This is an optimization exercise on Yosys and OpenROAD, whose aim is small area and few clock cycles per item, not a production implementation. In this exercise RTL edits were held to simulation tests only and were not proved equivalent to the original. No activity file was given, so power comes from the tool's default toggle rates.

$ cat flow/constraint.sdc
create_clock -name core_clock -period 90.0 [get_ports {clk}]
set_input_delay 18.0000 -clock core_clock [delete_from_list [all_inputs] [get_ports {clk}]]
set_output_delay 18.0000 -clock core_clock [all_outputs]
set_load 0.01 [all_outputs]
$ cat flow/design.v
module RSA_IP (
    IN_P, IN_Q, IN_E,
    S_SEL, L_SEL, E1, E3, E5
);
input  [3:0] IN_P, IN_Q;
input  [7:0] IN_E;
output [2:0] S_SEL;
output [1:0] L_SEL;
output       E1, E3;
output [1:0] E5;
tab_pair u_pair (.x({IN_Q, IN_P}), .y({L_SEL, S_SEL}));
tab_e35  u_e35  (.x(IN_E[6:1]), .y({E5, E3}));
assign E1 = IN_E[1];
endmodule
module tab_e35 (input [5:0] x, output [2:0] y);
  wire new_n10, new_n11, new_n12, new_n13, new_n14, new_n15, new_n16, new_n17, new_n18, new_n19, new_n20, new_n21, new_n22, new_n23, new_n24, new_n25, new_n26, new_n27, new_n28, new_n29, new_n30, new_n31, new_n32, new_n33, new_n34, new_n35, new_n37, new_n38, new_n39, new_n40, new_n41, new_n42, new_n43, new_n44, new_n45, new_n46, new_n47, new_n48, new_n49, new_n51, new_n52, new_n53, new_n54, new_n55, new_n56;
  assign new_n10 = ~x[0] & ~x[4];
  assign new_n11 = ~x[2] & ~new_n10;
  assign new_n12 = x[0] & x[4];
  assign new_n13 = x[2] & ~new_n12;
  assign new_n14 = ~new_n11 & ~new_n13;
  assign new_n15 = x[1] & ~new_n12;
  assign new_n16 = ~new_n14 & ~new_n15;
  assign new_n17 = x[2] & new_n10;
  assign new_n18 = x[1] & ~new_n11;
  assign new_n19 = ~new_n17 & new_n18;
  assign new_n20 = ~new_n16 & ~new_n19;
  assign new_n21 = x[5] & new_n20;
  assign new_n22 = x[1] & ~new_n14;
  assign new_n23 = ~x[2] & new_n12;
  assign new_n24 = ~new_n11 & ~new_n12;
  assign new_n25 = ~new_n23 & ~new_n24;
  assign new_n26 = ~new_n10 & ~new_n25;
  assign new_n27 = ~x[1] & ~new_n26;
  assign new_n28 = ~new_n22 & ~new_n27;
  assign new_n29 = ~x[5] & new_n28;
  assign new_n30 = ~new_n21 & ~new_n29;
  assign new_n31 = ~x[3] & ~new_n30;
  assign new_n32 = ~x[5] & ~new_n20;
  assign new_n33 = x[3] & ~new_n21;
  assign new_n34 = ~new_n32 & new_n33;
  assign new_n35 = ~new_n28 & new_n34;
  assign y[0] = new_n31 | new_n35;
  assign new_n37 = ~x[3] & x[5];
  assign new_n38 = x[1] & new_n37;
  assign new_n39 = x[3] & ~x[5];
  assign new_n40 = ~x[1] & new_n39;
  assign new_n41 = ~new_n38 & ~new_n40;
  assign new_n42 = ~x[1] & ~new_n37;
  assign new_n43 = ~new_n39 & ~new_n42;
  assign new_n44 = new_n17 & ~new_n43;
  assign new_n45 = ~new_n24 & new_n43;
  assign new_n46 = ~new_n44 & ~new_n45;
  assign new_n47 = new_n41 & ~new_n46;
  assign new_n48 = ~new_n23 & ~new_n41;
  assign new_n49 = new_n46 & new_n48;
  assign y[1] = new_n47 | new_n49;
  assign new_n51 = new_n19 & new_n49;
  assign new_n52 = new_n25 & ~new_n43;
  assign new_n53 = new_n17 & new_n41;
  assign new_n54 = new_n23 & new_n43;
  assign new_n55 = ~new_n53 & ~new_n54;
  assign new_n56 = ~new_n52 & new_n55;
  assign y[2] = new_n51 | ~new_n56;
endmodule
module tab_pair (input [7:0] x, output [4:0] y);
  wire new_n14, new_n15, new_n16, new_n17, new_n18, new_n19, new_n20, new_n21, new_n22, new_n23, new_n24, new_n25, new_n26, new_n27, new_n28, new_n29, new_n30, new_n31, new_n32, new_n33, new_n34, new_n35, new_n36, new_n37, new_n38, new_n40, new_n41, new_n42, new_n43, new_n44, new_n45, new_n46, new_n47, new_n48, new_n49, new_n51, new_n52, new_n53, new_n55, new_n56, new_n58;
  assign new_n14 = x[1] & x[2];
  assign new_n15 = ~x[7] & ~new_n14;
  assign new_n16 = x[5] & x[6];
  assign new_n17 = ~x[3] & ~new_n16;
  assign new_n18 = ~x[2] & ~x[5];
  assign new_n19 = ~x[1] & ~x[6];
  assign new_n20 = ~new_n18 & ~new_n19;
  assign new_n21 = ~new_n17 & new_n20;
  assign new_n22 = ~new_n15 & new_n21;
  assign new_n23 = ~x[1] & ~x[2];
  assign new_n24 = ~x[5] & ~x[6];
  assign new_n25 = ~new_n23 & ~new_n24;
  assign new_n26 = ~new_n22 & new_n25;
  assign new_n27 = ~x[2] & ~x[6];
  assign new_n28 = ~x[6] & ~x[7];
  assign new_n29 = x[2] & ~new_n28;
  assign new_n30 = ~new_n27 & ~new_n29;
  assign new_n31 = x[1] & x[7];
  assign new_n32 = ~x[3] & ~new_n31;
  assign new_n33 = ~new_n30 & new_n32;
  assign new_n34 = x[5] & ~x[7];
  assign new_n35 = x[3] & ~new_n34;
  assign new_n36 = x[0] & x[4];
  assign new_n37 = ~new_n35 & new_n36;
  assign new_n38 = ~new_n33 & new_n37;
  assign y[0] = new_n26 & new_n38;
  assign new_n40 = x[5] & x[7];
  assign new_n41 = ~new_n15 & ~new_n40;
  assign new_n42 = ~x[2] & x[3];
  assign new_n43 = ~new_n17 & ~new_n42;
  assign new_n44 = ~new_n41 & ~new_n43;
  assign new_n45 = ~x[2] & ~x[3];
  assign new_n46 = ~x[0] & ~new_n45;
  assign new_n47 = ~x[4] & ~new_n28;
  assign new_n48 = ~new_n46 & ~new_n47;
  assign new_n49 = new_n26 & new_n48;
  assign y[3] = ~new_n44 & new_n49;
  assign new_n51 = x[2] & x[6];
  assign new_n52 = y[3] & new_n51;
  assign new_n53 = ~x[3] & ~x[7];
  assign y[4] = new_n49 & ~new_n53;
  assign new_n55 = ~new_n27 & ~y[3];
  assign new_n56 = y[4] & new_n55;
  assign y[1] = new_n52 | new_n56;
  assign new_n58 = x[3] & x[7];
  assign y[2] = new_n49 & new_n58;
endmodule
module RSA_TOP (
    clk, rst_n, in_valid,
    in_p, in_q, in_e, in_c,
    out_valid, out_m
);
input clk, rst_n, in_valid;
input [3:0] in_p, in_q;
input [7:0] in_e, in_c;
output out_valid;
output [7:0] out_m;
function [4:0] add4;
	input [3:0] a, b;
	input ci;
	integer i;
	reg cy;
	begin
		cy = ci;
		for (i = 0; i < 4; i = i + 1) begin
			add4[i] = a[i] ^ b[i] ^ cy;
			cy = (a[i] & b[i]) | (cy & (a[i] ^ b[i]));
		end
		add4[4] = cy;
	end
endfunction
reg  [2:0] cnt;
always @(posedge clk, negedge rst_n) begin
	if (!rst_n)
		cnt <= 3'd0;
	else
		cnt <= {in_valid & (cnt[2] ^ (cnt[1] & cnt[0])),
		        in_valid & (cnt[1] ^ cnt[0]),
		        in_valid & ~cnt[0]};
end
wire       first = ~(cnt[2] | cnt[1] | cnt[0]);
wire [2:0] k_s;
wire [1:0] k_l;
wire       k_e1, k_e3;
wire [1:0] k_e5;
RSA_IP U0 (.IN_P(in_p), .IN_Q(in_q), .IN_E(in_e),
           .S_SEL(k_s), .L_SEL(k_l), .E1(k_e1), .E3(k_e3), .E5(k_e5));
reg  [8:0] key_r;
wire [8:0] key = first ? {k_s, k_l, k_e1, k_e3, k_e5} : key_r;
always @(posedge clk) key_r <= key;
wire [2:0] s_sel = key[8:6];
wire [1:0] l_sel = key[5:4];
wire       e1    = key[3];
wire       e3    = key[2];
wire [1:0] e5    = key[1:0];
wire [7:0] c  = in_c;
wire [4:0] sq = add4(c[7:4], c[3:0], 1'b0);
wire [4:0] q  = add4(sq[3:0], 4'd0, sq[4]);       
wire [4:0] t7 = add4(c[3:0], {c[6:4], 1'b0}, 1'b0);
wire [4:0] t7x = {t7[4] | c[7], t7[3:0]};         
wire [1:0] r3;
wire [2:0] y5, y7;
wire [3:0] r11, r13, y11, y13;
tab_q3    u_q3    (.x(q[3:0]), .y(r3));
tab_q5    u_q5    (.x({e1, q[3:0]}), .y(y5));
tab_y7    u_y7    (.x({e3, t7x}), .y(y7));
tab_r1113 u_r1113 (.x(c), .y({r13, r11}));
tab_p11   u_p11   (.x({e5, r11}), .y(y11));
tab_p13   u_p13   (.x({e1, e3, r13}), .y(y13));
reg [3:0] ys, yl, sv;
always @(*) begin
	case (s_sel)
		3'd0:    begin ys = {3'd0, c[0]}; sv = 4'd2;  end
		3'd1:    begin ys = {2'd0, r3};   sv = 4'd3;  end
		3'd2:    begin ys = {1'd0, y5};   sv = 4'd5;  end
		3'd3:    begin ys = {1'd0, y7};   sv = 4'd7;  end
		default: begin ys = y11;          sv = 4'd11; end
	endcase
	case (l_sel)
		2'd0:    yl = {1'd0, y5};
		2'd1:    yl = {1'd0, y7};
		2'd2:    yl = y11;
		default: yl = y13;
	endcase
end
wire [3:0] ylm;                                   
tab_ymod u_ymod (.x({s_sel, yl}), .y(ylm));
wire [4:0] df = add4(ys, ~ylm, 1'b1);             
wire [4:0] da = add4(df[3:0], sv, 1'b0);
wire [3:0] s  = df[4] ? df[3:0] : da[3:0];        
wire [7:0] lg;                                    
tab_lg u_lg (.x({s_sel, l_sel, s}), .y(lg));
wire [4:0] lo = add4(lg[3:0], yl, 1'b0);
wire [3:0] hi;
assign hi[0] = lg[4] ^ lo[4];
assign hi[1] = lg[5] ^ (lg[4] & lo[4]);
assign hi[2] = lg[6] ^ (lg[5] & lg[4] & lo[4]);
assign hi[3] = lg[7] ^ (lg[6] & lg[5] & lg[4] & lo[4]);
wire [7:0] m  = {hi, lo[3:0]};
assign out_valid = in_valid & rst_n;
assign out_m     = out_valid ? m : 8'd0;
endmodule
module tab_q3 (input [3:0] x, output [1:0] y);
  wire new_n7, new_n8, new_n9, new_n10, new_n11, new_n12, new_n13, new_n14, new_n15, new_n16, new_n17, new_n19;
  assign new_n7 = ~x[1] & ~x[3];
  assign new_n8 = x[2] & new_n7;
  assign new_n9 = x[1] & x[3];
  assign new_n10 = ~x[2] & new_n9;
  assign new_n11 = ~new_n8 & ~new_n10;
  assign new_n12 = ~x[0] & ~new_n11;
  assign new_n13 = x[0] & new_n11;
  assign new_n14 = x[2] & ~new_n9;
  assign new_n15 = ~new_n7 & ~new_n10;
  assign new_n16 = ~new_n14 & new_n15;
  assign new_n17 = new_n13 & ~new_n16;
  assign y[0] = new_n12 | new_n17;
  assign new_n19 = ~x[0] & ~new_n16;
  assign y[1] = ~new_n13 & ~new_n19;
endmodule
module tab_q5 (input [4:0] x, output [2:0] y);
  wire new_n9, new_n10, new_n11, new_n12, new_n13, new_n14, new_n15, new_n16, new_n17, new_n18, new_n19, new_n20, new_n21, new_n22, new_n23, new_n25, new_n27, new_n28;
  assign new_n9 = x[0] & ~x[2];
  assign new_n10 = ~x[1] & x[3];
  assign new_n11 = ~new_n9 & new_n10;
  assign new_n12 = ~x[0] & x[2];
  assign new_n13 = ~x[4] & ~new_n12;
  assign new_n14 = x[4] & new_n12;
  assign new_n15 = ~new_n13 & ~new_n14;
  assign new_n16 = new_n11 & ~new_n15;
  assign new_n17 = x[1] & ~x[3];
  assign new_n18 = x[4] & new_n17;
  assign new_n19 = new_n9 & ~new_n10;
  assign new_n20 = ~new_n18 & new_n19;
  assign new_n21 = ~new_n9 & new_n17;
  assign new_n22 = ~new_n13 & new_n21;
  assign new_n23 = ~new_n20 & ~new_n22;
  assign y[0] = new_n16 | ~new_n23;
  assign new_n25 = ~new_n12 & new_n17;
  assign y[1] = new_n11 | new_n25;
  assign new_n27 = ~new_n10 & ~new_n12;
  assign new_n28 = ~new_n11 & ~new_n17;
  assign y[2] = ~new_n27 & new_n28;
endmodule
module tab_y7 (input [5:0] x, output [2:0] y);
  wire new_n10, new_n11, new_n12, new_n13, new_n14, new_n15, new_n16, new_n17, new_n18, new_n19, new_n20, new_n21, new_n22, new_n24, new_n25, new_n26, new_n27, new_n28, new_n29, new_n31, new_n32;
  assign new_n10 = x[0] & x[3];
  assign new_n11 = ~x[0] & ~x[3];
  assign new_n12 = ~new_n10 & ~new_n11;
  assign new_n13 = ~x[1] & ~x[4];
  assign new_n14 = x[2] & ~new_n13;
  assign new_n15 = new_n12 & new_n14;
  assign new_n16 = x[1] & x[4];
  assign new_n17 = ~new_n13 & ~new_n16;
  assign new_n18 = ~new_n10 & ~new_n15;
  assign new_n19 = new_n17 & new_n18;
  assign new_n20 = ~new_n13 & ~new_n19;
  assign new_n21 = x[2] & new_n20;
  assign new_n22 = ~new_n12 & ~new_n21;
  assign y[0] = ~new_n15 & ~new_n22;
  assign new_n24 = ~new_n17 & ~new_n18;
  assign new_n25 = ~new_n19 & ~new_n24;
  assign new_n26 = ~x[5] & new_n25;
  assign new_n27 = ~x[2] & ~new_n20;
  assign new_n28 = ~new_n21 & ~new_n27;
  assign new_n29 = x[5] & ~new_n28;
  assign y[1] = ~new_n26 & ~new_n29;
  assign new_n31 = ~x[5] & ~new_n28;
  assign new_n32 = x[5] & new_n25;
  assign y[2] = ~new_n31 & ~new_n32;
endmodule
module tab_r1113 (input [7:0] x, output [7:0] y);
  wire new_n17, new_n18, new_n19, new_n20, new_n21, new_n22, new_n23, new_n24, new_n25, new_n26, new_n27, new_n28, new_n29, new_n30, new_n31, new_n32, new_n33, new_n34, new_n35, new_n36, new_n37, new_n38, new_n39, new_n40, new_n41, new_n42, new_n43, new_n44, new_n45, new_n46, new_n47, new_n48, new_n49, new_n50, new_n51, new_n52, new_n53, new_n54, new_n55, new_n56, new_n57, new_n58, new_n59, new_n60, new_n61, new_n62, new_n63, new_n64, new_n65, new_n66, new_n67, new_n68, new_n69, new_n70, new_n72, new_n73, new_n74, new_n75, new_n76, new_n77, new_n78, new_n79, new_n80, new_n81, new_n82, new_n83, new_n84, new_n85, new_n86, new_n87, new_n88, new_n89, new_n90, new_n91, new_n92, new_n93, new_n94, new_n95, new_n96, new_n97, new_n98, new_n99, new_n100, new_n101, new_n102, new_n103, new_n104, new_n105, new_n106, new_n107, new_n109, new_n110, new_n111, new_n112, new_n113, new_n114, new_n115, new_n116, new_n117, new_n118, new_n119, new_n121, new_n122, new_n123, new_n124, new_n125, new_n126, new_n127, new_n128, new_n130, new_n131, new_n132, new_n133, new_n135, new_n136, new_n137, new_n138, new_n139, new_n140, new_n141, new_n142, new_n143, new_n144, new_n145, new_n146, new_n147, new_n148, new_n149, new_n150, new_n151, new_n152, new_n153, new_n154, new_n155, new_n157, new_n158, new_n159, new_n160, new_n161, new_n162, new_n163, new_n164, new_n165, new_n166, new_n167, new_n168, new_n170, new_n171, new_n172, new_n173, new_n174;
  assign new_n17 = ~x[2] & ~x[3];
  assign new_n18 = x[1] & ~x[5];
  assign new_n19 = ~x[1] & x[5];
  assign new_n20 = ~new_n18 & ~new_n19;
  assign new_n21 = ~x[7] & ~new_n20;
  assign new_n22 = ~x[0] & x[6];
  assign new_n23 = x[0] & ~x[6];
  assign new_n24 = ~new_n22 & ~new_n23;
  assign new_n25 = ~new_n21 & new_n24;
  assign new_n26 = new_n17 & ~new_n25;
  assign new_n27 = ~x[4] & ~x[6];
  assign new_n28 = ~x[5] & new_n27;
  assign new_n29 = x[7] & ~new_n28;
  assign new_n30 = ~x[1] & ~x[5];
  assign new_n31 = ~x[4] & new_n30;
  assign new_n32 = ~x[7] & ~new_n22;
  assign new_n33 = new_n31 & ~new_n32;
  assign new_n34 = ~new_n29 & new_n33;
  assign new_n35 = ~new_n26 & new_n34;
  assign new_n36 = x[3] & x[5];
  assign new_n37 = ~x[1] & new_n22;
  assign new_n38 = x[5] & new_n37;
  assign new_n39 = ~x[3] & new_n38;
  assign new_n40 = x[2] & ~new_n39;
  assign new_n41 = x[1] & ~new_n22;
  assign new_n42 = ~new_n23 & new_n30;
  assign new_n43 = ~new_n41 & ~new_n42;
  assign new_n44 = x[3] & ~x[5];
  assign new_n45 = ~x[1] & ~new_n44;
  assign new_n46 = x[1] & new_n44;
  assign new_n47 = ~new_n45 & ~new_n46;
  assign new_n48 = ~new_n43 & ~new_n47;
  assign new_n49 = ~new_n22 & new_n48;
  assign new_n50 = ~new_n40 & ~new_n49;
  assign new_n51 = ~x[3] & x[5];
  assign new_n52 = ~new_n44 & ~new_n51;
  assign new_n53 = ~new_n50 & ~new_n52;
  assign new_n54 = ~new_n36 & ~new_n53;
  assign new_n55 = ~x[0] & ~new_n54;
  assign new_n56 = x[4] & x[6];
  assign new_n57 = new_n55 & new_n56;
  assign new_n58 = new_n23 & new_n54;
  assign new_n59 = x[2] & x[3];
  assign new_n60 = ~new_n22 & ~new_n59;
  assign new_n61 = ~new_n36 & new_n60;
  assign new_n62 = ~new_n23 & ~new_n61;
  assign new_n63 = ~x[4] & ~new_n62;
  assign new_n64 = ~new_n58 & ~new_n63;
  assign new_n65 = ~new_n57 & new_n64;
  assign new_n66 = new_n20 & ~new_n31;
  assign new_n67 = new_n65 & ~new_n66;
  assign new_n68 = new_n20 & ~new_n65;
  assign new_n69 = ~x[7] & ~new_n68;
  assign new_n70 = ~new_n67 & new_n69;
  assign y[5] = new_n35 | new_n70;
  assign new_n72 = ~new_n42 & ~new_n51;
  assign new_n73 = ~new_n38 & ~new_n44;
  assign new_n74 = new_n72 & new_n73;
  assign new_n75 = ~new_n50 & ~new_n74;
  assign new_n76 = x[1] & new_n23;
  assign new_n77 = ~new_n37 & ~new_n76;
  assign new_n78 = ~x[5] & ~new_n77;
  assign new_n79 = x[3] & x[4];
  assign new_n80 = x[6] & ~new_n79;
  assign new_n81 = new_n19 & new_n80;
  assign new_n82 = ~x[3] & ~x[4];
  assign new_n83 = ~new_n37 & new_n79;
  assign new_n84 = ~new_n82 & ~new_n83;
  assign new_n85 = ~new_n81 & new_n84;
  assign new_n86 = ~new_n78 & new_n85;
  assign new_n87 = x[7] & ~new_n86;
  assign new_n88 = new_n75 & new_n87;
  assign new_n89 = ~new_n17 & ~new_n59;
  assign new_n90 = ~x[7] & ~new_n89;
  assign new_n91 = new_n86 & new_n90;
  assign new_n92 = ~x[4] & ~new_n41;
  assign new_n93 = ~x[0] & x[5];
  assign new_n94 = ~x[6] & ~new_n93;
  assign new_n95 = ~new_n18 & ~new_n94;
  assign new_n96 = new_n92 & new_n95;
  assign new_n97 = ~x[7] & ~new_n96;
  assign new_n98 = x[1] & x[4];
  assign new_n99 = new_n94 & new_n98;
  assign new_n100 = new_n97 & ~new_n99;
  assign new_n101 = new_n89 & ~new_n100;
  assign new_n102 = ~new_n86 & new_n100;
  assign new_n103 = ~new_n101 & ~new_n102;
  assign new_n104 = ~new_n91 & new_n103;
  assign new_n105 = ~new_n88 & new_n104;
  assign new_n106 = new_n22 & new_n105;
  assign new_n107 = y[5] & new_n106;
  assign y[3] = ~new_n29 & new_n105;
  assign new_n109 = x[2] & ~new_n100;
  assign new_n110 = ~x[4] & new_n97;
  assign new_n111 = ~new_n109 & ~new_n110;
  assign new_n112 = ~y[3] & ~new_n111;
  assign new_n113 = ~x[0] & ~new_n52;
  assign new_n114 = x[0] & new_n52;
  assign new_n115 = ~new_n113 & ~new_n114;
  assign new_n116 = new_n112 & ~new_n115;
  assign new_n117 = ~new_n112 & new_n115;
  assign new_n118 = ~new_n116 & ~new_n117;
  assign new_n119 = ~new_n29 & ~new_n118;
  assign y[0] = ~new_n107 & new_n119;
  assign new_n121 = ~new_n113 & ~new_n117;
  assign new_n122 = ~new_n27 & ~new_n56;
  assign new_n123 = ~new_n47 & new_n122;
  assign new_n124 = new_n47 & ~new_n122;
  assign new_n125 = ~new_n123 & ~new_n124;
  assign new_n126 = ~new_n121 & new_n125;
  assign new_n127 = new_n121 & ~new_n125;
  assign new_n128 = ~new_n126 & ~new_n127;
  assign y[1] = ~new_n29 & ~new_n128;
  assign new_n130 = ~x[2] & ~new_n29;
  assign new_n131 = ~new_n102 & ~new_n130;
  assign new_n132 = new_n102 & new_n130;
  assign new_n133 = ~new_n131 & ~new_n132;
  assign y[2] = ~new_n105 & new_n133;
  assign new_n135 = y[5] & new_n89;
  assign new_n136 = x[7] & y[2];
  assign new_n137 = ~new_n34 & ~new_n136;
  assign new_n138 = ~x[4] & ~new_n52;
  assign new_n139 = ~new_n25 & new_n138;
  assign new_n140 = x[2] & ~new_n29;
  assign new_n141 = ~new_n139 & new_n140;
  assign new_n142 = new_n138 & new_n141;
  assign new_n143 = new_n137 & ~new_n142;
  assign new_n144 = ~new_n135 & ~new_n143;
  assign new_n145 = new_n137 & new_n138;
  assign new_n146 = new_n135 & new_n145;
  assign new_n147 = ~new_n144 & ~new_n146;
  assign new_n148 = x[0] & new_n54;
  assign new_n149 = ~new_n55 & ~new_n148;
  assign new_n150 = new_n122 & ~new_n149;
  assign new_n151 = ~new_n122 & new_n149;
  assign new_n152 = ~new_n150 & ~new_n151;
  assign new_n153 = ~new_n29 & new_n152;
  assign new_n154 = new_n147 & new_n153;
  assign new_n155 = ~new_n147 & ~new_n152;
  assign y[4] = new_n154 | new_n155;
  assign new_n157 = new_n76 & new_n85;
  assign new_n158 = new_n51 & new_n92;
  assign new_n159 = ~new_n34 & ~new_n158;
  assign new_n160 = ~new_n157 & new_n159;
  assign new_n161 = x[4] & ~new_n38;
  assign new_n162 = ~new_n48 & new_n161;
  assign new_n163 = new_n141 & ~new_n162;
  assign new_n164 = new_n160 & new_n163;
  assign new_n165 = new_n72 & new_n162;
  assign new_n166 = new_n160 & ~new_n165;
  assign new_n167 = ~new_n75 & new_n130;
  assign new_n168 = ~new_n166 & new_n167;
  assign y[6] = new_n164 | new_n168;
  assign new_n170 = ~x[4] & y[6];
  assign new_n171 = ~x[2] & new_n52;
  assign new_n172 = ~x[7] & ~new_n171;
  assign new_n173 = ~new_n75 & new_n172;
  assign new_n174 = ~new_n170 & new_n173;
  assign y[7] = ~new_n147 | new_n174;
endmodule
module tab_p11 (input [5:0] x, output [3:0] y);
  wire new_n11, new_n12, new_n13, new_n14, new_n15, new_n16, new_n17, new_n18, new_n19, new_n20, new_n21, new_n22, new_n23, new_n24, new_n25, new_n26, new_n27, new_n28, new_n29, new_n31, new_n32, new_n33, new_n34, new_n35, new_n36, new_n37, new_n38, new_n39, new_n41, new_n42, new_n43, new_n44, new_n45, new_n46, new_n47, new_n48, new_n49, new_n51, new_n52;
  assign new_n11 = x[1] & x[3];
  assign new_n12 = ~x[2] & ~new_n11;
  assign new_n13 = ~x[1] & ~x[4];
  assign new_n14 = ~x[3] & x[4];
  assign new_n15 = ~new_n13 & ~new_n14;
  assign new_n16 = new_n12 & new_n15;
  assign new_n17 = ~x[1] & ~x[3];
  assign new_n18 = ~x[0] & ~x[2];
  assign new_n19 = new_n17 & ~new_n18;
  assign new_n20 = x[5] & ~new_n19;
  assign new_n21 = ~new_n16 & new_n20;
  assign new_n22 = x[2] & ~x[3];
  assign new_n23 = x[0] & x[4];
  assign new_n24 = ~x[0] & ~x[4];
  assign new_n25 = ~new_n23 & ~new_n24;
  assign new_n26 = new_n22 & new_n25;
  assign new_n27 = x[0] & new_n12;
  assign new_n28 = ~x[5] & ~new_n27;
  assign new_n29 = ~new_n26 & new_n28;
  assign y[0] = ~new_n21 & ~new_n29;
  assign new_n31 = new_n12 & ~new_n17;
  assign new_n32 = ~new_n22 & ~new_n31;
  assign new_n33 = ~x[5] & ~new_n32;
  assign new_n34 = ~new_n18 & ~new_n33;
  assign new_n35 = ~new_n17 & ~new_n34;
  assign new_n36 = x[5] & new_n26;
  assign new_n37 = ~new_n35 & ~new_n36;
  assign new_n38 = ~x[2] & ~x[5];
  assign new_n39 = ~new_n15 & new_n38;
  assign y[1] = ~new_n37 & ~new_n39;
  assign new_n41 = x[0] & ~x[1];
  assign new_n42 = ~x[0] & x[1];
  assign new_n43 = ~new_n41 & ~new_n42;
  assign new_n44 = x[4] & new_n43;
  assign new_n45 = x[5] & ~new_n43;
  assign new_n46 = ~new_n44 & ~new_n45;
  assign new_n47 = ~new_n22 & ~new_n46;
  assign new_n48 = ~new_n31 & new_n46;
  assign new_n49 = ~new_n47 & ~new_n48;
  assign y[2] = ~new_n32 & ~new_n49;
  assign new_n51 = new_n11 & y[1];
  assign new_n52 = ~y[1] & new_n49;
  assign y[3] = new_n51 | new_n52;
endmodule
module tab_p13 (input [5:0] x, output [3:0] y);
  wire new_n11, new_n12, new_n13, new_n14, new_n15, new_n16, new_n17, new_n18, new_n19, new_n21, new_n22, new_n23, new_n24, new_n25, new_n26, new_n27, new_n28, new_n29, new_n30, new_n32, new_n33, new_n34, new_n35, new_n36, new_n37, new_n38, new_n39, new_n40, new_n41, new_n42, new_n43, new_n44, new_n45, new_n46, new_n47, new_n49, new_n50;
  assign new_n11 = ~x[1] & ~x[3];
  assign new_n12 = x[5] & ~new_n11;
  assign new_n13 = ~x[0] & ~new_n12;
  assign new_n14 = x[2] & x[3];
  assign new_n15 = x[0] & x[2];
  assign new_n16 = x[1] & x[3];
  assign new_n17 = ~new_n15 & ~new_n16;
  assign new_n18 = x[5] & ~new_n17;
  assign new_n19 = ~new_n14 & ~new_n18;
  assign y[0] = ~new_n13 & new_n19;
  assign new_n21 = x[2] & ~x[3];
  assign new_n22 = ~x[0] & ~x[3];
  assign new_n23 = ~x[2] & ~x[4];
  assign new_n24 = ~new_n22 & ~new_n23;
  assign new_n25 = ~new_n21 & new_n24;
  assign new_n26 = x[1] & ~new_n25;
  assign new_n27 = x[0] & x[3];
  assign new_n28 = ~new_n21 & ~new_n27;
  assign new_n29 = x[4] & ~new_n15;
  assign new_n30 = ~new_n28 & new_n29;
  assign y[1] = new_n26 | new_n30;
  assign new_n32 = x[1] & x[4];
  assign new_n33 = new_n21 & ~new_n32;
  assign new_n34 = ~x[0] & x[3];
  assign new_n35 = ~new_n32 & ~new_n34;
  assign new_n36 = ~x[2] & ~new_n35;
  assign new_n37 = ~new_n33 & ~new_n36;
  assign new_n38 = ~new_n22 & ~new_n27;
  assign new_n39 = x[4] & new_n21;
  assign new_n40 = ~new_n38 & ~new_n39;
  assign new_n41 = new_n32 & ~new_n40;
  assign new_n42 = new_n23 & ~new_n38;
  assign new_n43 = ~new_n41 & ~new_n42;
  assign new_n44 = y[0] & ~new_n43;
  assign new_n45 = x[1] & ~new_n23;
  assign new_n46 = ~new_n40 & ~new_n45;
  assign new_n47 = ~y[0] & new_n46;
  assign y[3] = new_n44 | new_n47;
  assign new_n49 = ~new_n37 & ~y[3];
  assign new_n50 = new_n37 & new_n47;
  assign y[2] = new_n49 | new_n50;
endmodule
module tab_ymod (input [6:0] x, output [3:0] y);
  wire new_n12, new_n13, new_n14, new_n15, new_n16, new_n18, new_n19, new_n20, new_n21, new_n22, new_n23, new_n24, new_n25, new_n26, new_n27, new_n28, new_n29, new_n30, new_n31, new_n32, new_n33, new_n34, new_n35, new_n36, new_n37, new_n38, new_n39, new_n40, new_n41, new_n42, new_n43, new_n44, new_n45, new_n46, new_n47, new_n48, new_n49, new_n50, new_n51, new_n53, new_n54, new_n55, new_n56, new_n57, new_n58, new_n59, new_n60, new_n61, new_n62, new_n63, new_n65, new_n66;
  assign new_n12 = ~x[4] & ~x[5];
  assign new_n13 = x[6] & new_n12;
  assign new_n14 = ~x[2] & x[3];
  assign new_n15 = x[0] & x[1];
  assign new_n16 = new_n14 & ~new_n15;
  assign y[3] = new_n13 & new_n16;
  assign new_n18 = x[3] & ~y[3];
  assign new_n19 = x[0] & new_n18;
  assign new_n20 = x[4] & ~new_n15;
  assign new_n21 = ~x[0] & ~x[1];
  assign new_n22 = ~new_n20 & ~new_n21;
  assign new_n23 = x[5] & ~new_n22;
  assign new_n24 = x[2] & ~new_n23;
  assign new_n25 = ~x[5] & ~new_n20;
  assign new_n26 = ~x[6] & ~new_n25;
  assign new_n27 = ~new_n24 & new_n26;
  assign new_n28 = ~new_n13 & ~new_n27;
  assign new_n29 = ~new_n19 & ~new_n28;
  assign new_n30 = ~x[1] & new_n18;
  assign new_n31 = x[4] & x[5];
  assign new_n32 = ~new_n12 & ~new_n31;
  assign new_n33 = new_n30 & ~new_n32;
  assign new_n34 = ~x[0] & ~new_n33;
  assign new_n35 = new_n29 & ~new_n34;
  assign new_n36 = ~x[1] & ~x[5];
  assign new_n37 = x[1] & ~x[4];
  assign new_n38 = ~new_n36 & ~new_n37;
  assign new_n39 = new_n14 & new_n38;
  assign new_n40 = x[2] & ~x[3];
  assign new_n41 = ~new_n12 & new_n40;
  assign new_n42 = ~new_n38 & new_n41;
  assign new_n43 = ~new_n39 & ~new_n42;
  assign new_n44 = ~x[5] & new_n40;
  assign new_n45 = ~x[2] & ~x[4];
  assign new_n46 = ~new_n44 & ~new_n45;
  assign new_n47 = x[0] & ~new_n46;
  assign new_n48 = new_n43 & ~new_n47;
  assign new_n49 = x[0] & ~new_n43;
  assign new_n50 = ~x[6] & ~new_n49;
  assign new_n51 = ~new_n48 & new_n50;
  assign y[0] = new_n35 | new_n51;
  assign new_n53 = ~x[2] & ~new_n32;
  assign new_n54 = new_n18 & ~new_n53;
  assign new_n55 = x[1] & ~new_n54;
  assign new_n56 = new_n30 & new_n32;
  assign new_n57 = ~new_n55 & ~new_n56;
  assign new_n58 = new_n29 & ~new_n57;
  assign new_n59 = ~new_n20 & new_n49;
  assign new_n60 = x[4] & new_n21;
  assign new_n61 = x[3] & ~new_n60;
  assign new_n62 = x[2] & ~new_n61;
  assign new_n63 = ~new_n59 & ~new_n62;
  assign y[2] = ~new_n28 & ~new_n63;
  assign new_n65 = ~x[6] & new_n49;
  assign new_n66 = ~y[2] & new_n65;
  assign y[1] = new_n58 | new_n66;
endmodule
module tab_lg (input [8:0] x, output [7:0] y);
  wire new_n18, new_n19, new_n20, new_n21, new_n22, new_n23, new_n24, new_n25, new_n26, new_n27, new_n28, new_n29, new_n30, new_n31, new_n32, new_n33, new_n34, new_n35, new_n36, new_n37, new_n38, new_n39, new_n40, new_n41, new_n42, new_n43, new_n44, new_n45, new_n46, new_n47, new_n48, new_n49, new_n50, new_n51, new_n52, new_n53, new_n54, new_n55, new_n56, new_n57, new_n58, new_n59, new_n60, new_n61, new_n62, new_n63, new_n64, new_n65, new_n66, new_n67, new_n68, new_n69, new_n70, new_n71, new_n72, new_n73, new_n74, new_n76, new_n77, new_n78, new_n79, new_n80, new_n81, new_n82, new_n83, new_n84, new_n85, new_n86, new_n87, new_n88, new_n89, new_n90, new_n91, new_n92, new_n93, new_n94, new_n95, new_n96, new_n97, new_n98, new_n99, new_n100, new_n101, new_n102, new_n103, new_n104, new_n106, new_n107, new_n108, new_n109, new_n110, new_n111, new_n113, new_n114, new_n115, new_n116, new_n117, new_n118, new_n119, new_n120, new_n121, new_n122, new_n124, new_n125, new_n126, new_n127, new_n129, new_n130, new_n131, new_n132, new_n133, new_n134, new_n135, new_n136, new_n138, new_n139, new_n140, new_n142, new_n143, new_n144, new_n145, new_n146;
  assign new_n18 = x[0] & ~x[1];
  assign new_n19 = ~x[0] & x[1];
  assign new_n20 = ~new_n18 & ~new_n19;
  assign new_n21 = ~x[0] & x[2];
  assign new_n22 = x[0] & ~x[6];
  assign new_n23 = ~new_n21 & ~new_n22;
  assign new_n24 = new_n20 & new_n23;
  assign new_n25 = x[0] & x[7];
  assign new_n26 = x[1] & ~x[6];
  assign new_n27 = ~x[8] & new_n26;
  assign new_n28 = ~new_n25 & new_n27;
  assign new_n29 = ~new_n24 & ~new_n28;
  assign new_n30 = ~x[0] & ~x[7];
  assign new_n31 = ~new_n25 & ~new_n30;
  assign new_n32 = x[4] & ~new_n26;
  assign new_n33 = ~new_n31 & new_n32;
  assign new_n34 = new_n29 & ~new_n33;
  assign new_n35 = x[5] & ~new_n34;
  assign new_n36 = x[4] & new_n30;
  assign new_n37 = ~x[3] & ~x[8];
  assign new_n38 = x[4] & ~x[6];
  assign new_n39 = x[7] & ~new_n38;
  assign new_n40 = ~x[5] & new_n39;
  assign new_n41 = new_n37 & ~new_n40;
  assign new_n42 = ~new_n36 & ~new_n41;
  assign new_n43 = x[1] & ~x[7];
  assign new_n44 = ~x[4] & x[6];
  assign new_n45 = new_n43 & ~new_n44;
  assign new_n46 = ~new_n20 & ~new_n45;
  assign new_n47 = ~x[5] & ~new_n46;
  assign new_n48 = ~x[2] & x[6];
  assign new_n49 = ~x[4] & new_n48;
  assign new_n50 = ~new_n43 & new_n49;
  assign new_n51 = x[7] & new_n44;
  assign new_n52 = x[2] & ~new_n51;
  assign new_n53 = ~new_n50 & ~new_n52;
  assign new_n54 = ~new_n47 & new_n53;
  assign new_n55 = ~new_n42 & new_n54;
  assign new_n56 = x[8] & new_n38;
  assign new_n57 = ~new_n51 & ~new_n56;
  assign new_n58 = x[5] & ~new_n57;
  assign new_n59 = x[7] & x[8];
  assign new_n60 = ~x[3] & ~new_n59;
  assign new_n61 = new_n58 & new_n60;
  assign new_n62 = x[7] & ~new_n22;
  assign new_n63 = ~new_n48 & new_n62;
  assign new_n64 = x[0] & ~x[2];
  assign new_n65 = ~x[7] & new_n48;
  assign new_n66 = ~new_n64 & ~new_n65;
  assign new_n67 = ~new_n63 & new_n66;
  assign new_n68 = new_n37 & ~new_n67;
  assign new_n69 = ~new_n61 & ~new_n68;
  assign new_n70 = x[5] & ~new_n69;
  assign new_n71 = ~x[1] & ~x[7];
  assign new_n72 = x[4] & ~new_n71;
  assign new_n73 = new_n70 & new_n72;
  assign new_n74 = ~new_n55 & ~new_n73;
  assign y[0] = ~new_n35 & ~new_n74;
  assign new_n76 = ~x[0] & ~x[8];
  assign new_n77 = x[0] & x[8];
  assign new_n78 = ~new_n76 & ~new_n77;
  assign new_n79 = x[1] & ~new_n78;
  assign new_n80 = x[2] & ~new_n22;
  assign new_n81 = ~new_n44 & new_n80;
  assign new_n82 = new_n25 & new_n38;
  assign new_n83 = ~new_n49 & ~new_n82;
  assign new_n84 = ~new_n81 & new_n83;
  assign new_n85 = ~new_n76 & ~new_n84;
  assign new_n86 = ~new_n79 & ~new_n85;
  assign new_n87 = x[1] & ~new_n84;
  assign new_n88 = ~new_n86 & ~new_n87;
  assign new_n89 = new_n70 & new_n88;
  assign new_n90 = ~new_n21 & ~new_n64;
  assign new_n91 = new_n61 & ~new_n90;
  assign new_n92 = ~new_n89 & ~new_n91;
  assign new_n93 = ~x[2] & ~new_n38;
  assign new_n94 = x[1] & ~new_n93;
  assign new_n95 = new_n92 & ~new_n94;
  assign new_n96 = ~new_n92 & new_n94;
  assign new_n97 = ~new_n95 & ~new_n96;
  assign new_n98 = x[3] & x[8];
  assign new_n99 = x[1] & x[7];
  assign new_n100 = ~x[2] & ~new_n99;
  assign new_n101 = ~new_n98 & new_n100;
  assign new_n102 = ~x[6] & new_n55;
  assign new_n103 = ~new_n70 & ~new_n102;
  assign new_n104 = ~new_n101 & ~new_n103;
  assign y[5] = ~new_n97 & new_n104;
  assign new_n106 = x[5] & ~y[5];
  assign new_n107 = ~new_n74 & ~new_n106;
  assign new_n108 = x[4] & new_n107;
  assign new_n109 = new_n31 & new_n108;
  assign new_n110 = new_n64 & new_n71;
  assign new_n111 = new_n58 & new_n110;
  assign y[7] = new_n92 & new_n111;
  assign new_n113 = ~new_n109 & ~y[7];
  assign new_n114 = ~new_n31 & ~new_n38;
  assign new_n115 = x[4] & ~new_n62;
  assign new_n116 = ~new_n39 & ~new_n115;
  assign new_n117 = ~new_n114 & ~new_n116;
  assign new_n118 = new_n29 & ~new_n40;
  assign new_n119 = ~new_n69 & new_n118;
  assign new_n120 = x[4] & new_n119;
  assign new_n121 = new_n89 & ~new_n120;
  assign new_n122 = new_n119 & ~new_n121;
  assign y[3] = ~new_n107 & new_n122;
  assign new_n124 = ~new_n117 & y[3];
  assign new_n125 = new_n92 & ~new_n124;
  assign new_n126 = ~new_n113 & new_n125;
  assign new_n127 = new_n113 & ~new_n125;
  assign y[1] = new_n126 | new_n127;
  assign new_n129 = ~x[5] & new_n55;
  assign new_n130 = ~new_n120 & ~new_n129;
  assign new_n131 = ~new_n89 & ~new_n130;
  assign new_n132 = ~new_n121 & ~new_n131;
  assign new_n133 = ~y[5] & new_n132;
  assign new_n134 = x[4] & new_n132;
  assign new_n135 = x[0] & y[5];
  assign new_n136 = ~new_n134 & new_n135;
  assign y[2] = ~new_n133 & ~new_n136;
  assign new_n138 = ~x[5] & new_n120;
  assign new_n139 = ~new_n108 & ~new_n138;
  assign new_n140 = ~y[1] & ~new_n139;
  assign y[4] = new_n89 | new_n140;
  assign new_n142 = ~y[0] & ~new_n88;
  assign new_n143 = y[1] & new_n142;
  assign new_n144 = ~new_n42 & ~new_n143;
  assign new_n145 = new_n70 & ~new_n144;
  assign new_n146 = new_n69 & y[0];
  assign y[6] = new_n145 | new_n146;
endmodule
$ cat flow/standard.sh
#!/bin/bash
# synth_recipe.tcl (not shown) runs the flow's synth.tcl, then flattens the netlist and writes it again
# the make line also repeats each setting of config.mk as NAME=value (left out here)
make -C /OpenROAD-flow-scripts/flow DESIGN_CONFIG=/design/flow/config.mk WORK_HOME=/design/flow/orfs CLKGATE_MAP_FILE= SYNTH_SCRIPT=/design/flow/synth_recipe.tcl "${@:-finish}"
$ cat flow/flow/run.sh
#!/bin/bash
# Layout flow: the standard ORFS flow (standard.sh), with these changes:
#  - synthesis maps with an area-oriented ABC script (flow/abc_area.script)
#    instead of ORFS's delay-oriented one; everything else in synthesis,
#    including the register mapping and naming, is the standard synthesis;
#  - yosys's full/half-adder extraction is skipped (ADDER_MAP_FILE empty), so
#    ABC maps all of the logic;
#  - port buffers use sky130_fd_sc_hd__buf_1.
# ORFS's scripts are copied unchanged into ./scripts_local except for
# abc_area.script. Each tool's output goes to the ORFS logs under orfs/logs;
# make's own output goes to ./flow_make.log.
set -euo pipefail
W=$(pwd)
rm -rf "$W/scripts_local"
cp -r "$FLOW_HOME/scripts" "$W/scripts_local"
chmod -R u+w "$W/scripts_local"
cp "$W/flow/abc_area.script" "$W/scripts_local/abc_area.script"
bash "$W/standard.sh" "SCRIPTS_DIR=$W/scripts_local" "ADDER_MAP_FILE=" \
  "BUFFER_PORTS_ARGS=-buffer_cell sky130_fd_sc_hd__buf_1" finish > "$W/flow_make.log" 2>&1
$ cat flow/config.mk
export PLATFORM = sky130hd
export DESIGN_NAME = RSA_TOP
export DESIGN_NICKNAME = RSA_TOP
export VERILOG_FILES = /design/flow/design.v
export SDC_FILE = /design/flow/constraint.sdc
export NUM_CORES = 4
export LEC_CHECK = 0
export ABC_AREA = 1
export CAP_MARGIN = 20
export CORE_MARGIN = 2
export CORE_UTILIZATION = 75
export CTS_BUF_LIST = sky130_fd_sc_hd__clkbuf_4
export SLEW_MARGIN = 20
$ cat flow/flow/abc_area.script
strash
ifraig
dch -f
amap
strash
ifraig
dch -f
amap -F 300 -A 300 -E 0
topo
==> notes.md <==
==> layer usage <==
layer | global-route usage, % | share of wire (%) | vias to the layer above
met4 | 18.1 | 3.8 | 0
met3 | 5.62 | 13 | 53
met2 | 69.3 | 44 | 336
met5 | 0 | 0 | -
met1 | 52.5 | 39 | 1805
li1 | - | - | 2048
==> through the flow <==
| stage | hold slack [ns] | cell area, um2 |
|---|---|---|
| 4_1_cts | 0.506 | 3120 |
| 2_1_floorplan | 0.463 | 2890 |
| 6_report | 0.505 | 3120 |
| 5_1_grt | 0.542 | 3120 |
| 3_5_place_dp | 0.496 | 3090 |
| 3_3_place_gp | 0.485 | 3090 |
==> layout by cell type, fill, tap and decap left out, types with 2 or more instances in the layout <==
master | Yosys | final
sky130_fd_sc_hd__nor3_1 | 9 | 9
sky130_fd_sc_hd__o21ai_0 | 47 | 47
sky130_fd_sc_hd__dfrtp_1 | 3 | 3
sky130_fd_sc_hd__a21oi_1 | 65 | 65
sky130_fd_sc_hd__a31oi_1 | 20 | 20
sky130_fd_sc_hd__clkbuf_4 | 0 | 3
sky130_fd_sc_hd__dfxtp_1 | 9 | 9
sky130_fd_sc_hd__and3_1 | 4 | 4
sky130_fd_sc_hd__o211ai_1 | 3 | 3
sky130_fd_sc_hd__buf_1 | 0 | 33
sky130_fd_sc_hd__a22oi_1 | 7 | 7
sky130_fd_sc_hd__nand3_1 | 7 | 7
sky130_fd_sc_hd__nor4_1 | 2 | 2
sky130_fd_sc_hd__nand2_1 | 95 | 95
sky130_fd_sc_hd__nor2_1 | 50 | 50
sky130_fd_sc_hd__a222oi_1 | 6 | 6
sky130_fd_sc_hd__and2_0 | 6 | 6
sky130_fd_sc_hd__nor2b_1 | 2 | 2
sky130_fd_sc_hd__o31ai_1 | 3 | 3
sky130_fd_sc_hd__a2111oi_0 | 3 | 3
sky130_fd_sc_hd__nand2b_1 | 3 | 3
sky130_fd_sc_hd__a21o_1 | 16 | 16
sky130_fd_sc_hd__a32oi_1 | 9 | 9
sky130_fd_sc_hd__a311oi_1 | 3 | 3
sky130_fd_sc_hd__a221oi_1 | 6 | 6
sky130_fd_sc_hd__o22a_1 | 5 | 5
sky130_fd_sc_hd__o22ai_1 | 45 | 45
sky130_fd_sc_hd__buf_4 | 0 | 3
sky130_fd_sc_hd__o221ai_1 | 2 | 2
sky130_fd_sc_hd__a211oi_1 | 8 | 8
sky130_fd_sc_hd__clkinv_1 | 75 | 76
==> synth_stat cells (4+ instances only) <==
cell type / n
sky130_fd_sc_hd__nand2_1: 95
sky130_fd_sc_hd__clkinv_1: 75
sky130_fd_sc_hd__a21oi_1: 65
sky130_fd_sc_hd__nor2_1: 50
sky130_fd_sc_hd__o21ai_0: 47
sky130_fd_sc_hd__o22ai_1: 45
sky130_fd_sc_hd__a31oi_1: 20
sky130_fd_sc_hd__a21o_1: 16
sky130_fd_sc_hd__a32oi_1: 9
sky130_fd_sc_hd__dfxtp_1: 9
sky130_fd_sc_hd__nor3_1: 9
sky130_fd_sc_hd__a211oi_1: 8
sky130_fd_sc_hd__a22oi_1: 7
sky130_fd_sc_hd__nand3_1: 7
sky130_fd_sc_hd__a221oi_1: 6
sky130_fd_sc_hd__a222oi_1: 6
sky130_fd_sc_hd__and2_0: 6
sky130_fd_sc_hd__o22a_1: 5
sky130_fd_sc_hd__and3_1: 4
==> final cells by class <==
type | instances | area, um2 | area share, %
flip-flops and latches | 12 | 255 | 8.19
well taps | 48 | 60.1 | 1.93
inverters | 75 | 282 | 9.03
clock buffers | 3 | 22.5 | 0.722
multi-input cells | 434 | 2350 | 75.3
repair buffers | 36 | 146 | 4.70
clock inverters | 1 | 3.75 | 0.120
==> worst max-delay path by stage <==
stage / end / slack (ns) / cells after the start
2_1_floorplan: out_m[7] / 44.11 / 64
3_3_place_gp: out_m[7] / 41.59 / 66
3_5_place_dp: out_m[7] / 41.16 / 69
4_1_cts: out_m[7] / 41.09 / 69
5_1_grt: out_m[7] / 39.38 / 69
6_report: out_m[7] / 40.52 / 69
==> state kept, by name, summed over array words and instances (netlist names) <==
register and count:
key_r 9, cnt 3
==> worst max-delay path: cells and delay by family <==
| kind | cells | cell delay (ns) |
|---|---|---|
| AO/OA/AOI/OAI | 35 | 7.97 |
| buffers and inverters | 14 | 2.90 |
| AND/OR/NAND/NOR | 20 | 2.59 |
==> kinds of logic after synthesis <==
family / Yosys count
AOI/OAI and AO/OA: 255
DFF: 12
xor gates and xnor gates: 1
buffers and inverters: 75
and+or+nand+nor: 178
==> power by group through the flow <==
| stage | logic (mW) | registers [mW] | clock network [mW] |
|---|---|---|---|
| after floorplan | 0.0624 | 0.00655 | 0 |
| after global placement | 0.0762 | 0.00659 | 0 |
| after detailed placement | 0.0792 | 0.00665 | 0 |
| after CTS | 0.0796 | 0.00654 | 0.00333 |
| after global routing | 0.0912 | 0.00661 | 0.00362 |
| final | 0.0831 | 0.00655 | 0.00336 |
==> flow_results.org <==
** Outcome
- Run status :: complete, no violations

** Critical path
- Critical Path Slowest Stage Cell :: sky130_fd_sc_hd__a311oi_1
- End of the worst register-to-register path :: key_r[7]
- Timing startpoint of the critical path :: in_c[0]
- The worst setup path is captured at a primary output.
- STA classifies the critical path startpoint as a primary input.
- The number of cells on the worst reg-to-reg path is 5.
- Critical Path Max Stage Delay :: 0.67 ns
- Of all nets on the critical path, the largest fanout is 10.
- Critical setup path kind :: primary input to primary output
- STA puts the critical path data required time at 72.00 ns.
- For the worst setup path, the data arrival time is 31.48 ns.
- Origin of the critical flop-to-flop path :: cnt[0]
- Setup slack on the worst reg-to-reg path comes out at 87.43 ns.

** Logic synthesis
- By area, the combinational part of the netlist is dominated by compound AO/OA/AOI/OAI gates.
- Adder-cell share of the synthesized area :: 0%
- XOR/XNOR Fraction of Synth Area :: 0.304%
- Number of distinct library cell variants in the gate-level netlist after synthesis :: 36
- Most area-hungry cell type in the Yosys netlist :: sky130_fd_sc_hd__nand2_1
- Register bit total from synthesis :: 12
- Fraction of registers with async set or reset after synthesis :: 25.0%
- Main synth FF type :: sky130_fd_sc_hd__dfxtp_1
- Counting every net in the synthesized netlist gives 548.
- For this run, the number of Yosys warnings is 1.
- Post-Syn Instances :: 521
- Proportion of synthesized area in mux cells :: 0%
- In this run, synthesis inferred 0 flip-flops with an integrated enable.
- Largest cells by area after synthesis :: sky130_fd_sc_hd__nand2_1 12%, sky130_fd_sc_hd__a21oi_1 11%, sky130_fd_sc_hd__clkinv_1 9.8%
- Of the synthesized area, sequential elements account for 8.85%.
- In this run the biggest area consumer among cell types represents 12.4% of the synthesized area.
- Mean instance size in the synthesized netlist :: 5.54 um2
- Compound-cell area share of the yosys netlist :: 55.8%
- After Yosys synthesis, and, or, nand and nor cells account for 25.3% of the synthesized area.
- Syn Std Cell Area :: 0.00289 mm2

** Placement
- Detailed placement finished with a half-perimeter wire length of 7040 um.
- # port buffers :: 33
- The congestion estimate from routability-driven global placement came to 1.01.
- Worst-case setup slack after placement :: 41.16 ns
- In this run, placement finished with an instance count of 605.

** Cells and area
- The repair_antennas step left the layout with diodes totalling 0.
- After the flow finishes, the layout carries non-filler instances totaling 609.
- At the end of the flow, the number of nets in the layout was 589.
- The area growth from synthesis to layout is 8.07%.
- At the end of the flow the core is filled with cells to 84.5%.
- Ratio of cells with drive above 1 in the final layout :: 1.07%
- Fill cells in the final layout number 254.

** Pwr
- Pwr per Cell Area :: 29.8 mW/mm2
- In this run the static leakage power is 1.13 nW.
- Proportion of total power due to net switching :: 63.1%
- Share of power burned in the clock network :: 3.6%
- Part of the total power dissipated in sequential elements :: 7.0%
- Cell internal power was estimated by the tool at 0.0343 mW.
- VDD IR max :: 0.0000306 V
- The share of total power dissipated in combinational logic is 89.3%.
- Summed over all nets, the switching power comes to 0.0587 mW.
- Total power for the finished layout comes to 0.0930 mW.

** Clock tree
- Sink Count :: 12
- TritonCTS built the clock tree.
- The clock passes through at most 2 buffers.
- Post-CTS setup-driven buffer insertion count :: 0
- Number of levels the H-tree was split into :: 1
- Clock latency of the later-clocked register in the worst-skew pair :: 0.27 ns
- Post_cts resized :: 0
- Clock root buffer master :: sky130_fd_sc_hd__clkbuf_4
- Buffers inserted to repair hold after CTS numbered 0.
- Clock-pin slew was measured on the worst setup and hold paths at 0.08 ns.
- Cts bufs inserted :: 3

** Drt
- Once detail routing completed, the nets flagged for antenna violations numbered 0.
- Routed wire length :: 9110 um
- DRC :: 0
- Summing over every cut layer, the via total after detailed routing is 4242.
- After the first detailed-routing iteration, the DRC count stood at 560.
- Dividing the detail-routed wire length by the instance count gives 15.0 um.
- The first detailed-routing pass ran for 6 iterations.
- Average via count per standard cell :: 6.97

** STA
- Part of the cycle the worst path needs :: 55.0%
- Worst Max-Slew Pin Slew :: 0.910 ns
- Setup violators final :: 0
- The count of final max-slew check failures is 0.
- The final-report hold violation count was 0.
- Fmax :: 0.0202 GHz
- Worst setup margin :: 40.52 ns
- Clock Skew :: 0.00505 ns
- Total negative setup slack :: 0 ns
- Worst slew margin relative to its limit :: 37.8%
- Setup repair after global routing missed its margin :: no
- For the finished layout, the period the worst path requires is 49.48 ns.

** Global route
- Maximum number of pins on one net before global-route repair :: 15
- The number of antenna violations at the first check in global routing is 0.
- Overflow left after global routing :: 0
- The via count of the first global-routing pass was 3568.
- The first global-routing pass estimated 14800 um of wire.
- GRT Resource Usage Total :: 41.3%

** Hold path
- Worst Hold End :: cnt[2]
- Along the worst hold path, the cell count comes to 1.
- The worst hold path begins at cnt[2].
- Worst min-delay path class :: flip-flop to flip-flop

** Floorplan
- Pin placement for this block handled 36 I/O pins.
- Standard-cell row count :: 22
- The floorplan step set the die width to 66.0 um.
- The die is 66.0 um tall.
- Std-Cell Core Area :: 0.00369 mm2
- The die covers 0.00436 mm2.
- Initial core utilization :: 78.2%

** Run
- Across the run, the number of max-cap violations was 0.
Testbench counts, summed over its fixed seeds: cycles 2,560, items 2,560.

-- static timing again, ports no longer ideal --
The flow's constraints put no driver on any port. The routed layout listed below was extracted and timed again, unchanged, in two steps.
Step 1 sets driving cells, clkbuf_16 on the clock port and buf_2 on the other inputs (assumed; they add their load-dependent delay and slew).
Step 2 times the ports against the registers' clock, not the clock port: input delays grow and output delays shrink by t, the midpoint of the rising clock arrivals with the driver on.
Three values: no drivers, after step 1, after step 2; two values: the first two.
t, ns: 0.286
setup WS [ns]: 40.516 / 40.494 / 40.494
latest minus earliest clock arrival (ns): 0.005 / 0.005
worst slew at a driven data input, ns: 0.03
After both steps setup and hold are still met in this run. For this run, drivers alone change the setup slack by -0.022 ns; drivers and shift together by -0.022 ns.
